Context: an optimization exercise on an open-source flow, tuned for small area and a short achievable clock period. The choices shown serve that exercise and are no tape-out recipe. In this exercise RTL edits were held to simulation tests only and were not proved equivalent to the original. Power and IR drop assume default switching activity.

// Processor
module Processor(
    input wire clk,
    input wire reset,
    input wire [15:0] instruction,
    input wire [31:0] data_in,
    output reg [31:0] pc,
    output wire [9:0] addr,
    output wire [31:0] data_out
    );
==> flow/config.mk <==
export PLATFORM = sky130hd
export DESIGN_NAME = Processor
export DESIGN_NICKNAME = Processor
export VERILOG_FILES = /design/flow/design.v
export SDC_FILE = /design/flow/constraint.sdc
export NUM_CORES = 4
export LEC_CHECK = 0
export CAP_MARGIN = 20
export CORE_MARGIN = 2
export CORE_UTILIZATION = 60
export CTS_BUF_LIST = sky130_fd_sc_hd__clkbuf_16
export CTS_CLUSTER_DIAMETER = 80
export CTS_CLUSTER_SIZE = 24
export PLACE_DENSITY = 0.8
export SETUP_SLACK_MARGIN = 3.1
export SLEW_MARGIN = 20
==> flow/constraint.sdc <==
create_clock -name core_clock -period 6.5 [get_ports {clk}]
set_input_delay 1.3000 -clock core_clock [delete_from_list [all_inputs] [get_ports {clk}]]
set_output_delay 1.3000 -clock core_clock [all_outputs]
set_load 0.01 [all_outputs]
run.sh (not shown) runs the stock make flow with config.mk's settings and CLKGATE_MAP_FILE= SYNTH_SCRIPT=/design/flow/synth_recipe.tcl, a recipe that flattens the netlist after the stock synthesis.
The first run produced a clean layout.
Then changed:
Settings changed: CORE_UTILIZATION 60 to 50, CTS_BUF_LIST sky130_fd_sc_hd__clkbuf_16 to sky130_fd_sc_hd__clkbuf_8, CTS_CLUSTER_DIAMETER 80 to unset, CTS_CLUSTER_SIZE 24 to unset, PLACE_DENSITY 0.8 to 0.7, SETUP_SLACK_MARGIN 3.1 to 3.0.
=>
- The changed run completed without violations
- power rose by 13%
- worst hold slack degrades by 18 ps
- utilization drops by 9.5 points
- final area went up by 2.9%
- clock skew rises by 20 ps
- sequential power shrinks by about 2%
- cell count grows by 5.5%
- die area went up by 20%


Setup of main:
The RTL this note starts from:
==> flow/design.v <==
`timescale 1ns / 1ps
module Processor(
    input wire clk,
    input wire reset,
    input wire [15:0] instruction,
    input wire [31:0] data_in,
    output reg [31:0] pc,
    output wire [9:0] addr,
    output wire [31:0] data_out
    );
function [31:0] rev32(input [31:0] x);
    integer n;
    begin
        for (n = 0; n < 32; n = n + 1) rev32[n] = x[31-n];
    end
endfunction
reg [15:0] i1;
reg [4:0]  op2;
reg [2:0]  a2;
reg [1:0]  c2;
reg [7:0]  v2;
reg        sub2, st2;
reg [31:0] opA, opB;
reg [31:0] res3;
reg [2:0]  d3;
reg        we3, l3;
reg [31:0] R [0:7];
wire isN   = (op2 == 5'd1);
wire isL   = (op2 == 5'd16);
wire isADD = (op2 == 5'd3);
wire isAND = (op2 == 5'd7);
wire isOR  = (op2 == 5'd8);
wire isXOR = (op2 == 5'd9);
wire isNAND= (op2 == 5'd10);
wire isNOR = (op2 == 5'd11);
wire isXNOR= (op2 == 5'd12);
wire isSHR = (op2 == 5'd13);
wire isSRA = (op2 == 5'd14);
wire isSHL = (op2 == 5'd15);
wire isLDC = (op2 == 5'd17);
wire isJA  = (op2 == 5'd19);
wire isJ0  = (op2 == 5'd20);
wire isJC1 = (op2 == 5'd21);
wire isJC2 = (op2 == 5'd22);
wire we    = (op2 >= 5'd3) && (op2 <= 5'd17);
wire [31:0] bb = opB;    
wire [31:0] ap = opA ^ bb;
wire [31:0] ag = opA & bb;
reg [31:0] G [0:5];
reg [31:0] P [0:5];
integer l, i, j;
always @(*) begin
    G[0] = ag;
    P[0] = ap;
    G[0][0] = ag[0] | (ap[0] & sub2);
    for (l = 0; l < 5; l = l + 1) begin
        G[l+1] = G[l];
        P[l+1] = P[l];
        for (i = 0; i < 32; i = i + 1) begin
            if (i[l]) begin
                j = ((i >> l) << l) - 1;
                G[l+1][i] = G[l][i] | (P[l][i] & G[l][j]);
                P[l+1][i] = P[l][i] & P[l][j];
            end
        end
    end
end
wire [31:0] sum = ap ^ {G[5][30:0], sub2};
wire lu_g   = isAND | isOR | isNAND | isNOR;
wire lu_p   = isOR | isXOR | isNOR | isXNOR;
wire lu_inv = isNAND | isNOR | isXNOR;
wire [31:0] lu = (({32{lu_g}} & ag) | ({32{lu_p}} & ap)) ^ {32{lu_inv}};
wire fill = isSRA & opA[31];
wire [31:0] shin = isSHL ? rev32(opA) : opA;
wire [31:0] s0 = v2[0] ? {fill, shin[31:1]} : shin;
wire [31:0] s1 = v2[1] ? {{2{fill}}, s0[31:2]} : s0;
wire [31:0] s2 = v2[2] ? {{4{fill}}, s1[31:4]} : s1;
wire [31:0] s3 = v2[3] ? {{8{fill}}, s2[31:8]} : s2;
wire [31:0] s4 = v2[4] ? {{16{fill}}, s3[31:16]} : s3;
wire [31:0] sh = v2[5] ? {32{fill}} : s4;
wire nr = ~reset;
wire [31:0] ex_res =
      ({32{(isADD | sub2)}} & sum)
    | lu
    | ({32{(isSHR | isSRA)}} & sh)
    | ({32{isSHL}}  & rev32(sh))
    | ({32{isLDC}}  & {opA[31:8], v2});
reg cond_ok;
always @(*) begin
    case (c2)
        2'd0: cond_ok = opA[31];
        2'd1: cond_ok = ~opA[31];
        2'd2: cond_ok = (opA == 32'd0);
        default: cond_ok = (opA != 32'd0);
    endcase
end
wire update_pc = isJA | isJ0 | ((isJC1 | isJC2) & cond_ok);
wire [31:0] pc_new = ({32{isJA}} & opA) | ({32{isJC1}} & opB)
                   | ({32{isJC2}} & {26'd0, v2[5:0]});
assign addr     = {10{st2}} & opA[9:0];
assign data_out = {32{st2}} & opB;
wire [31:0] wb_val = l3 ? data_in : res3;
wire [1:0] cls = i1[15:14];
wire [4:0] f   = i1[13:9];
wire c_alu = (cls == 2'b01);
wire c_ls  = (cls == 2'b10);
wire c_j   = (cls == 2'b11);
wire shft  = (f == 5'd13) | (f == 5'd14) | (f == 5'd15);
wire [2:0] lk = i1[13:11];
wire [1:0] jk = i1[13:12];
wire T_alu2 = c_alu & ~shft;
reg [4:0] rop;
always @(*) begin
    rop = 5'd0;
    case (cls)
        2'b01:
            case (f)
                5'd3, 5'd4: rop = 5'd3;
                5'd5, 5'd6: rop = 5'd5;
                5'd1, 5'd7, 5'd8, 5'd9, 5'd10, 5'd11, 5'd12, 5'd13, 5'd14,
                5'd15, 5'd16, 5'd17, 5'd18, 5'd19, 5'd21, 5'd22: rop = f;
                5'd20: rop = 5'd19;
                default: rop = 5'd0;
            endcase
        2'b10:
            case (lk)
                3'd0: rop = 5'd16;
                3'd1: rop = 5'd17;
                3'd2: rop = 5'd18;
                default: rop = 5'd0;
            endcase
        2'b11:
            case (jk)
                2'd0: rop = 5'd19;
                2'd1: rop = 5'd20;
                2'd2: rop = i1[11] ? 5'd0 : 5'd21;
                default: rop = i1[11] ? 5'd0 : 5'd22;
            endcase
        default: rop = (f == 5'd1) ? 5'd1 : 5'd0;
    endcase
end
wire [2:0] raddr = c_alu ? i1[8:6] : c_ls ? i1[10:8] : 3'd0;
wire [1:0] rcond = c_j ? i1[10:9] : 2'd0;
wire [7:0] rval  = {c_ls ? i1[7:6] : 2'b00, T_alu2 ? 6'd0 : i1[5:0]};
function [2:0] srcA(input [15:0] w);
    begin
        if (w[15:14] == 2'b01)
            srcA = ((w[13:9] == 5'd13) | (w[13:9] == 5'd14) | (w[13:9] == 5'd15))
                   ? w[8:6] : w[5:3];
        else if (w[15:14] == 2'b10)
            srcA = w[10:8];
        else if (w[13:12] == 2'd0)
            srcA = w[2:0];
        else
            srcA = w[8:6];
    end
endfunction
function [4:0] hazard(input [15:0] w, input [2:0] a, input n2, input l2,
                      input [2:0] d, input n3, input l3);
    reg alu, sh, t_sh, t_alu2, t_1, t_2, ls, jp;
    reg ae86, ae53, ae108, ae20, aw86, aw53, aw108, aw20;
    reg mAe, mAw, mBe, mBw;
    begin
        alu = (w[15:14] == 2'b01);
        ls  = (w[15:14] == 2'b10);
        jp  = (w[15:14] == 2'b11);
        sh  = (w[13:9] == 5'd13) | (w[13:9] == 5'd14) | (w[13:9] == 5'd15);
        t_sh   = alu & sh;
        t_alu2 = alu & ~sh;
        t_1 = (ls & (w[13:11] == 3'd1)) | (jp & (w[13:12] == 2'd0))
            | (jp & (w[13:12] == 2'd3));
        t_2 = (ls & (w[13:11] == 3'd2)) | (jp & (w[13:12] == 2'd2));
        ae86 = (w[8:6] == a);  aw86 = (w[8:6] == d);
        ae53 = (w[5:3] == a);  aw53 = (w[5:3] == d);
        ae108 = (w[10:8] == a); aw108 = (w[10:8] == d);
        ae20 = (w[2:0] == a);  aw20 = (w[2:0] == d);
        if (alu) begin
            mAe = sh ? ae86 : ae53;
            mAw = sh ? aw86 : aw53;
        end else if (ls) begin
            mAe = ae108;
            mAw = aw108;
        end else if (w[13:12] == 2'd0) begin
            mAe = ae20;
            mAw = aw20;
        end else begin
            mAe = ae86;
            mAw = aw86;
        end
        mBe = ae20;
        mBw = aw20;
        hazard[4] = l2 & (((t_sh | t_1) & mAe) | (t_alu2 & (mAe | mBe))
                        | (t_2 & (mAe | (~mAw & mBe))));
        hazard[3] = ((t_sh | t_alu2) & mAe & ~n2) | ((t_1 | t_2) & mAe);
        hazard[2] = (t_alu2 & ~mAe & mBe & ~n2) | (t_2 & ~mAe & ~mAw & mBe);
        hazard[1] = (t_sh & ~mAe & mAw & (l3 | ~n2))
                  | (t_alu2 & ~mAe & ~mBe & mAw & (l3 | ~n3))
                  | ((t_1 | t_2) & ~mAe & mAw);
        hazard[0] = (t_alu2 & ~mAe & ~mBe & ~mAw & mBw & (l3 | ~n2))
                  | (t_2 & ~mAe & ~mAw & ~mBe & mBw);
    end
endfunction
reg [7:0] selA, selB;   
reg freeze, fAe, fBe, fAw, fBw;
wire [2:0] d3n = we ? a2 : 3'd0;
wire [15:0] hz_w  = freeze ? i1 : instruction;
wire [2:0]  hz_a  = freeze ? 3'd0 : raddr;
wire        hz_n2 = freeze | (rop == 5'd1);
wire        hz_l2 = ~freeze & (rop == 5'd16);
wire [2:0]  hz_d  = freeze ? a2 : d3n;
wire        hz_n3 = ~freeze & isN;
wire        hz_l3 = freeze | isL;
wire [4:0]  hz_one = hazard(hz_w, hz_a, hz_n2, hz_l2, hz_d, hz_n3, hz_l3);
reg [31:0] rfA, rfB;
integer q;
always @(*) begin
    rfA = 32'd0; rfB = 32'd0;
    for (q = 0; q < 8; q = q + 1) begin
        rfA = rfA | ({32{selA[q]}} & R[q]);
        rfB = rfB | ({32{selB[q]}} & R[q]);
    end
end
wire [31:0] a_src = fAe ? ex_res : (fAw ? wb_val : rfA);
wire [31:0] b_src = fBe ? ex_res : (fBw ? wb_val : rfB);
wire kill = reset | update_pc;
always @(posedge clk) begin
    if (reset)
        pc <= 32'd0;
    else if (update_pc)
        pc <= pc_new;
    else if (!freeze)
        pc <= pc + 32'd1;
    if (kill)
        i1[15:9] <= 7'b0000001;
    else if (!freeze)
        i1[15:9] <= instruction[15:9];
    if (!freeze) begin
        i1[8:0] <= instruction[8:0];
        selA <= 8'd1 << srcA(instruction);
        selB <= 8'd1 << instruction[2:0];
    end
    if (kill)
        {freeze, fAe, fBe, fAw, fBw} <= 5'd0;
    else
        {freeze, fAe, fBe, fAw, fBw} <= hz_one;
    if (kill | freeze) begin
        op2  <= 5'd1;
        a2   <= 3'd0;
        sub2 <= 1'b0;
        st2  <= 1'b0;
    end else begin
        op2  <= rop;
        a2   <= raddr;
        sub2 <= (rop == 5'd5);
        st2  <= (rop == 5'd18);
    end
    c2  <= rcond;
    v2  <= rval;
    opA <= a_src;
    opB <= b_src ^ {32{rop == 5'd5}};
    res3 <= ex_res;
    d3   <= a2;
    we3  <= we & ~reset;
    l3   <= isL;
end
integer k;
always @(posedge clk) begin
    if (reset) begin
        for (k = 0; k < 8; k = k + 1) R[k] <= 32'd0;
    end else if (we3) begin
        R[d3] <= wb_val;
    end
end
endmodule
make LEC_CHECK=0 CAP_MARGIN=20 CORE_MARGIN=2 CORE_UTILIZATION=50 CTS_BUF_LIST=sky130_fd_sc_hd__clkbuf_8 CTS_CLUSTER_DIAMETER=60 CTS_CLUSTER_SIZE=13 PLACE_DENSITY=0.7 SETUP_SLACK_MARGIN=3.1 SLEW_MARGIN=20 finish   # period 6.5 ns
Input-level comparison between the feature branch and main:
- swapping 13 for 24 in CTS_CLUSTER_SIZE
- swapping 60 for 80 in CTS_CLUSTER_DIAMETER
- swapping sky130_fd_sc_hd__clkbuf_8 for sky130_fd_sc_hd__clkbuf_16 in CTS_BUF_LIST
### Flow results
The feature branch vs. main: number of filler cells placed in the layout shrank by about 1%; count of multi-input gates held steady; utilization after layout grew by 0.38 points.
Wire length of the first global-routing pass essentially unchanged between main and the feature branch.
Per the comparison of the feature branch with main, combinational power about even, count of clock-buffer cells in the layout fell 19, number of clock buffers inserted by TritonCTS fell 17.
Relative to main, the final critical-path share of the clock period of the feature branch is lower by 0.51 points.

==> re-timing with driven ports <==
The results above use ideal ports. As a check the final layouts listed here were re-extracted and re-timed, cells and wires unchanged.
Step 1, drivers: a clkbuf_16 drives clk and a buf_2 each remaining input, both assumed.
Step 2 moves the port delays by t, midway between the first and last clock arrival at a register: inputs arrive t later, outputs are due t later. That takes back most of the time a late clock gives input paths.
a / b / c = ideal ports / drivers / drivers and shift; a / b = the first two.
run | t, ns | setup WS [ns] | latest minus earliest clock arrival (ns)
the first run of note 1 | 0.647 | 3.061 / 3.039 / 2.551 | 0.030 / 0.031
the second run of note 1 | 0.726 | 3.023 / 3.037 / 2.326 | 0.050 / 0.051
main | 0.696 | 3.035 / 3.035 / 2.374 | 0.034 / 0.034
the feature branch | 0.657 | 3.068 / 3.068 / 2.526 | 0.062 / 0.062
After both steps every run listed still meets setup and hold. The setup slack of the second run of note 1, which loses most, moves by +0.014 ns with the drivers and by -0.697 ns with both steps.
